This is an optimization exercise on Yosys and OpenROAD, whose aim is small area, not a production implementation. Function was checked by simulation only, so behaviour that the tests miss may differ from the original. The flow treats the clock pin as an ideal source, which a real chip does not have. Power figures rest on the tool's default switching activity, not on a simulated workload.

// periph_top
module periph_top(
    input         clk,
    input         resetn,
    input         req_i,
    input         we_i,
    input  [31:0] addr_i,
    input  [31:0] wdata_i,
    input  [15:0] SW,
    input         BTNU, BTNL, BTNC, BTNR, BTND,
    output        req_m,
    output        we_m,
    output [5:0]  req,
    output        we_d,
    output [2:0]  RDsel_o,
    output [31:0] led_rdata,
    output [31:0] seg_rdata,
    output [31:0] sw_rdata,
    output [15:0] LED,
    output        CA, CB, CC, CD, CE, CF, CG,
    output [7:0]  AN
  );
Settings: LEC_CHECK=0, CAP_MARGIN=20, CORE_MARGIN=2, CORE_UTILIZATION=60, SLEW_MARGIN=20, BUFFER_PORTS_ARGS=-buffer_cell sky130_fd_sc_hd__buf_1, SKIP_REPAIR_TIE_FANOUT=1, CTS_ARGS=-sink_clustering_enable -repair_clock_nets -dont_use_dummy_load -buf_list sky130_fd_sc_hd__clkbuf_8, POST_CTS_TCL=/design/flow/flow/shrink_clk.tcl; clock period 10.0 ns.
standard.sh (not shown) runs the stock make flow with config.mk's settings and CLKGATE_MAP_FILE= SYNTH_SCRIPT=/design/flow/synth_recipe.tcl, a recipe that flattens the netlist after the stock synthesis.
==> flow/flow/run.sh <==
#!/bin/bash
# Layout flow: the standard flow (standard.sh) with these changes.
#  - Synthesis is the standard flow's own script, except that its abc call maps the logic
#    with an area-oriented script (flow/area.abc) and the extract_fa pass (which
#    makes half/full-adder cells of small xor/and groups) is skipped. Every
#    other pass, flip-flop mapping included, is the standard one, so the
#    registers are the standard synthesis's.
#  - The port buffers are the smallest buffer cell.
#  - One tie cell drives all the constant outputs (no tie fanout repair).
#  - Clock tree synthesis adds no dummy loads, and afterwards each clock buffer
#    is made a clkbuf_4 where the flip-flop clock slew stays under 110 ps
#    (flow/shrink_clk.tcl).
set -euo pipefail
W=$PWD
cat >> config.mk <<'EOC'
export BUFFER_PORTS_ARGS = -buffer_cell sky130_fd_sc_hd__buf_1
export SKIP_REPAIR_TIE_FANOUT = 1
export CTS_ARGS = -sink_clustering_enable -repair_clock_nets -dont_use_dummy_load -buf_list sky130_fd_sc_hd__clkbuf_8
EOC
echo "export POST_CTS_TCL = $W/flow/shrink_clk.tcl" >> config.mk
{
  cat <<'EOT'
proc extract_fa {args} { puts "extract_fa skipped" }
proc abc {args} {
  set i [lsearch -exact $args -script]
  if { $i >= 0 } { lset args [expr {$i + 1}] $::env(AREA_ABC_SCRIPT) }
  yosys abc {*}$args
}
EOT
  cat synth_recipe.tcl
} > area_synth.tcl
sed "s|SYNTH_SCRIPT=[^ ]*|SYNTH_SCRIPT=$W/area_synth.tcl|" standard.sh > area_standard.sh
export AREA_ABC_SCRIPT=$W/flow/area.abc
bash area_standard.sh > standard.log 2>&1
==> flow/flow/area.abc <==
strash
balance
rewrite
refactor
balance
rewrite
rewrite -z
balance
refactor -z
rewrite -z
balance
balance
rewrite
refactor
balance
rewrite
rewrite -z
balance
refactor -z
rewrite -z
balance
dch -f
amap
mfs2
strash
dch -f
amap
topo
==> flow/flow/shrink_clk.tcl <==
set clk_bufs {sky130_fd_sc_hd__clkbuf_4}
set slew_cap 0.110
proc clk_max_slew {} {
  set m 0.0
  foreach p [get_pins -hierarchical */CLK] {
    set s [get_property $p slew_max]
    if { $s > $m } { set m $s }
  }
  return $m
}
estimate_parasitics -placement
puts "clock buffer resize: max flip-flop clock slew before [clk_max_slew]"
foreach inst [get_cells -hierarchical clkbuf_*] {
  set name [get_property $inst full_name]
  set orig [get_property [get_property $inst liberty_cell] name]
  foreach cell $clk_bufs {
    replace_cell $inst $cell
    estimate_parasitics -placement
    if { [clk_max_slew] <= $slew_cap } {
      puts "clock buffer resize: $name $orig -> $cell"
      break
    }
    replace_cell $inst $orig
  }
}
estimate_parasitics -placement
puts "clock buffer resize: max flip-flop clock slew after [clk_max_slew]"
Edit:
CORE_UTILIZATION = 75   (was 60)
Result: The new run finished with timing, DRC and antenna clean; power went down by 0.79%; wire length climbs by 2.3%; clock skew falls by 0.0070 ns; combinational power stays flat; critical path depth came out higher by 2; cell area came out lower by about 0.64%.
Edit:
--- a/flow/flow/run.sh
+++ b/flow/flow/run.sh
@@ -9,6 +9,6 @@
 #  - One tie cell drives all the constant outputs (no tie fanout repair).
 #  - Clock tree synthesis adds no dummy loads, and afterwards each clock buffer
-#    is made a clkbuf_4 where the flip-flop clock slew stays under 110 ps
-#    (flow/shrink_clk.tcl).
+#    (the leaves first, the root last) is made a clkbuf_4 where the flip-flop
+#    clock slew stays under 110 ps (flow/shrink_clk.tcl).
 set -euo pipefail
 W=$PWD
--- a/flow/flow/area.abc
+++ b/flow/flow/area.abc
@@ -24,5 +24,7 @@
 mfs2
 strash
-dch -f
-amap
+&get -n
+&dch -f
+&nf -a -R 2000 -E 50
+&put
 topo
==> flow/flow/shrink_clk.tcl (replaced) <==
set small_buf sky130_fd_sc_hd__clkbuf_4
set slew_cap 0.110
proc clk_max_slew {} {
  set m 0.0
  foreach p [get_pins -hierarchical */CLK] {
    set s [get_property $p slew_max]
    if { $s > $m } { set m $s }
  }
  return $m
}
estimate_parasitics -placement
puts "clock buffer resize: max flip-flop clock slew before [clk_max_slew]"
set leaves {}
set roots {}
foreach inst [get_cells -hierarchical clkbuf_*] {
  if { [get_property $inst full_name] == "clkbuf_0_clk" } {
    lappend roots $inst
  } else {
    lappend leaves $inst
  }
}
foreach inst [concat $leaves $roots] {
  set name [get_property $inst full_name]
  set orig [get_property [get_property $inst liberty_cell] name]
  if { $orig == $small_buf } { continue }
  replace_cell $inst $small_buf
  estimate_parasitics -placement
  if { [clk_max_slew] <= $slew_cap } {
    puts "clock buffer resize: $name $orig -> $small_buf"
  } else {
    replace_cell $inst $orig
  }
}
estimate_parasitics -placement
puts "clock buffer resize: max flip-flop clock slew after [clk_max_slew]"
CORE_UTILIZATION = 60   (was 75)
The new run passed the timing, design-rule and antenna checks.
Area after synthesis came out lower by 0.98%.
Final area barely changes.
Critical path depth came out lower by 3.
Worst hold slack improves by 0.0044 ns.
Total power came out lower by 0.42%.
Edit:
--- a/flow/flow/run.sh
+++ b/flow/flow/run.sh
@@ -9,6 +9,6 @@
 #  - One tie cell drives all the constant outputs (no tie fanout repair).
 #  - Clock tree synthesis adds no dummy loads, and afterwards each clock buffer
-#    (the leaves first, the root last) is made a clkbuf_4 where the flip-flop
-#    clock slew stays under 110 ps (flow/shrink_clk.tcl).
+#    is made a clkbuf_4 where the flip-flop clock slew stays under 110 ps
+#    (flow/shrink_clk.tcl).
 set -euo pipefail
 W=$PWD
==> flow/flow/shrink_clk.tcl (replaced) <==
set clk_bufs {sky130_fd_sc_hd__clkbuf_4}
set slew_cap 0.110
proc clk_max_slew {} {
  set m 0.0
  foreach p [get_pins -hierarchical */CLK] {
    set s [get_property $p slew_max]
    if { $s > $m } { set m $s }
  }
  return $m
}
estimate_parasitics -placement
puts "clock buffer resize: max flip-flop clock slew before [clk_max_slew]"
foreach inst [get_cells -hierarchical clkbuf_*] {
  set name [get_property $inst full_name]
  set orig [get_property [get_property $inst liberty_cell] name]
  foreach cell $clk_bufs {
    replace_cell $inst $cell
    estimate_parasitics -placement
    if { [clk_max_slew] <= $slew_cap } {
      puts "clock buffer resize: $name $orig -> $cell"
      break
    }
    replace_cell $inst $orig
  }
}
estimate_parasitics -placement
puts "clock buffer resize: max flip-flop clock slew after [clk_max_slew]"
CORE_UTILIZATION = 72   (was 60)
What happened: The changed run ran to the end with no violations; count of clock-buffer cells in the layout is unchanged; synthesized cell count stays the same; wire length decreases by 3.4%.

========
job 5402:
Another version of the RTL of periph_top (not shown whole).
Size: roughly 160 flip-flops, about 7000 um2 of cells after synthesis.
export LEC_CHECK = 0
export CAP_MARGIN = 0
export CORE_MARGIN = 2
export CORE_UTILIZATION = 60
export SLEW_MARGIN = 0
export BUFFER_PORTS_ARGS = -buffer_cell sky130_fd_sc_hd__buf_1
export SKIP_REPAIR_TIE_FANOUT = 1
export CTS_ARGS = -sink_clustering_enable -repair_clock_nets -dont_use_dummy_load -buf_list sky130_fd_sc_hd__clkbuf_8
export POST_CTS_TCL = /design/flow/flow/shrink_clk.tcl
create_clock -name core_clock -period 10.0 [get_ports {clk}]
==> flow/flow/run.sh <==
#!/bin/bash
# Layout flow: the standard flow (standard.sh) with these changes.
#  - Synthesis is the standard flow's own script, except that its abc call maps the logic
#    with an area-oriented script (flow/area.abc) and the extract_fa pass (which
#    makes half/full-adder cells of small xor/and groups) is skipped. Every
#    other pass, flip-flop mapping included, is the standard one, so the
#    registers are the standard synthesis's.
#  - The port buffers are the smallest buffer cell.
#  - One tie cell drives all the constant outputs (no tie fanout repair).
#  - Clock tree synthesis adds no dummy loads, and afterwards each clock buffer
#    (the leaves first, the root last) is made a clkbuf_4 where the flip-flop
#    clock slew stays under 110 ps (flow/shrink_clk.tcl).
set -euo pipefail
W=$PWD
cat >> config.mk <<'EOC'
export BUFFER_PORTS_ARGS = -buffer_cell sky130_fd_sc_hd__buf_1
export SKIP_REPAIR_TIE_FANOUT = 1
export CTS_ARGS = -sink_clustering_enable -repair_clock_nets -dont_use_dummy_load -buf_list sky130_fd_sc_hd__clkbuf_8
EOC
echo "export POST_CTS_TCL = $W/flow/shrink_clk.tcl" >> config.mk
{
  cat <<'EOT'
proc extract_fa {args} { puts "extract_fa skipped" }
proc abc {args} {
  set i [lsearch -exact $args -script]
  if { $i >= 0 } { lset args [expr {$i + 1}] $::env(AREA_ABC_SCRIPT) }
  yosys abc {*}$args
}
EOT
  cat synth_recipe.tcl
} > area_synth.tcl
sed "s|SYNTH_SCRIPT=[^ ]*|SYNTH_SCRIPT=$W/area_synth.tcl|" standard.sh > area_standard.sh
export AREA_ABC_SCRIPT=$W/flow/area.abc
bash area_standard.sh > standard.log 2>&1
==> flow/flow/area.abc <==
strash
balance
rewrite
refactor
balance
rewrite
rewrite -z
balance
refactor -z
rewrite -z
balance
balance
rewrite
refactor
balance
rewrite
rewrite -z
balance
refactor -z
rewrite -z
balance
dch -f
amap
mfs2
strash
dch -f
&get -n
&nf -a -R 1000
&put
mfs2
strash
dch -f
&get -n
&nf -a -R 1000
&put
topo
Other scripts of this flow, unchanged in this note and not shown: flow/flow/shrink_clk.tcl
Job 5402 ran to completion and came out clean on the timing, design-rule and antenna checks.
Input-level comparison between job 900 and job 5402:
--- a/flow/config.mk
+++ b/flow/config.mk
@@ -6,8 +6,8 @@
 export NUM_CORES = 4
 export LEC_CHECK = 0
-export CAP_MARGIN = 0
+export CAP_MARGIN = 20
 export CORE_MARGIN = 2
 export CORE_UTILIZATION = 60
-export SLEW_MARGIN = 0
+export SLEW_MARGIN = 20
 export BUFFER_PORTS_ARGS = -buffer_cell sky130_fd_sc_hd__buf_1
 export SKIP_REPAIR_TIE_FANOUT = 1
Findings:
- In terms of overall power consumption, job 900 and job 5402 differ only marginally.
- Looking at the reports, job 900 completed the entire flow and the layout it produced met the timing, design-rule and antenna checks.
- Job 900 vs. job 5402: half-perimeter wire length after placement flat, starting utilization of the core area level.
For job 9401, these inputs were changed with respect to job 900:
--- a/flow/flow/area.abc
+++ b/flow/flow/area.abc
@@ -24,13 +24,7 @@
 mfs2
 strash
-dch -f
 &get -n
-&nf -a -R 1000
-&put
-mfs2
-strash
-dch -f
-&get -n
-&nf -a -R 1000
+&dch -f
+&nf -a -R 2000 -E 50
 &put
 topo
--- a/flow/config.mk
+++ b/flow/config.mk
@@ -8,5 +8,5 @@
 export CAP_MARGIN = 20
 export CORE_MARGIN = 2
-export CORE_UTILIZATION = 60
+export CORE_UTILIZATION = 55
 export SLEW_MARGIN = 20
 export BUFFER_PORTS_ARGS = -buffer_cell sky130_fd_sc_hd__buf_1
[summary]
Delta (job 9401 minus job 900): critical path data arrival time has increased, summed instance area of the synthesized netlist grew by 0.43%, total power rose 3.1%, worst setup slack after layout -0.34 ns. Routability-driven placement congestion ratio (lower): job 9401. Global routing met3 resource utilization came out higher on job 9401 than on job 900. Job 9401 vs job 900 — routed wire length per instance climbed by a few percent. Job 9401 reports its launch point of the critical path as addr_i[28] while job 900 reports addr_i[16]. On fraction of met1 tracks used by global routing, job 900 and job 9401 are neck and neck.
What job 685 does differently from job 9401 at the input level:
--- a/flow/config.mk
+++ b/flow/config.mk
@@ -8,5 +8,5 @@
 export CAP_MARGIN = 20
 export CORE_MARGIN = 2
-export CORE_UTILIZATION = 55
+export CORE_UTILIZATION = 60
 export SLEW_MARGIN = 20
 export BUFFER_PORTS_ARGS = -buffer_cell sky130_fd_sc_hd__buf_1
[summary]
- Job 685: no failed stages, no open violations at the end
- Going from job 9401 to job 685, final cell count shrinks by about 3%.
- Against job 9401, the final cell area of job 685 is lower.
- Summary of job 685 over job 9401: worst slew margin relative to its limit saw a decrease; wire length reported by the detailed router saw an increase; area added between synthesis and finish saw a decrease; die outline area saw a decrease.
- On sequential group share of total power, job 9401 and job 685 are neck and neck.
- [compare] base=job 9401 new=job 685: smallest setup slack after layout has increased, count of plain and timing-repair buffers in the layout has decreased.
- met2 routing resource usage after global routing sits higher in job 685 than in job 9401.
- The ratio of cells with drive above 1 in the final layout on job 9401 is in line with that on job 685.

==> separate check: timing with driven ports <==
No port has a modelled driver above. Below, the same layouts with a new extraction and two added sets of constraints. Step 1 assumes that a clkbuf_16 drives the clock port and a buf_2 every other input. Step 2 adds t to the input delays and takes it off the output delays; t is the mean of the earliest and latest rising clock arrival at the registers after step 1. Input paths then give back, and output paths get back, about the clock's delay inside the block. Three values: ideal, step 1, step 2; two values: the first two.
run | t (ns) | slack for setup (ns) | hold WS [ns] | clock arrival spread, ns | worst data-port slew with drivers (ns)
the first run of note 1 | 0.595 | 4.058 / 4.038 / 4.038 | 0.330 / 0.330 / 0.330 | 0.043 / 0.042 | 0.10
the second run of note 1 | 0.592 | 3.980 / 3.957 / 3.957 | 0.339 / 0.339 / 0.339 | 0.037 / 0.038 | 0.05
the third run of note 1 | 0.460 | 4.041 / 4.020 / 4.020 | 0.343 / 0.343 / 0.343 | 0.035 / 0.036 | 0.05
the fourth run of note 1 | 0.560 | 4.346 / 4.322 / 4.322 | 0.335 / 0.335 / 0.335 | 0.029 / 0.029 | 0.06
job 5402 | 0.560 | 4.199 / 4.177 / 4.177 | 0.305 / 0.305 / 0.305 | 0.033 / 0.033 | 0.05
job 900 | 0.564 | 4.200 / 4.178 / 4.178 | 0.308 / 0.308 / 0.308 | 0.034 / 0.034 | 0.05
job 9401 | 0.458 | 3.862 / 3.835 / 3.835 | 0.323 / 0.323 / 0.323 | 0.036 / 0.036 | 0.06
job 685 | 0.601 | 4.252 / 4.230 / 4.230 | 0.333 / 0.333 / 0.333 | 0.036 / 0.036 | 0.06
After both steps every run listed still meets setup and hold. The setup slack of job 9401, which loses most, moves by -0.027 ns with the drivers and by -0.027 ns with both steps.
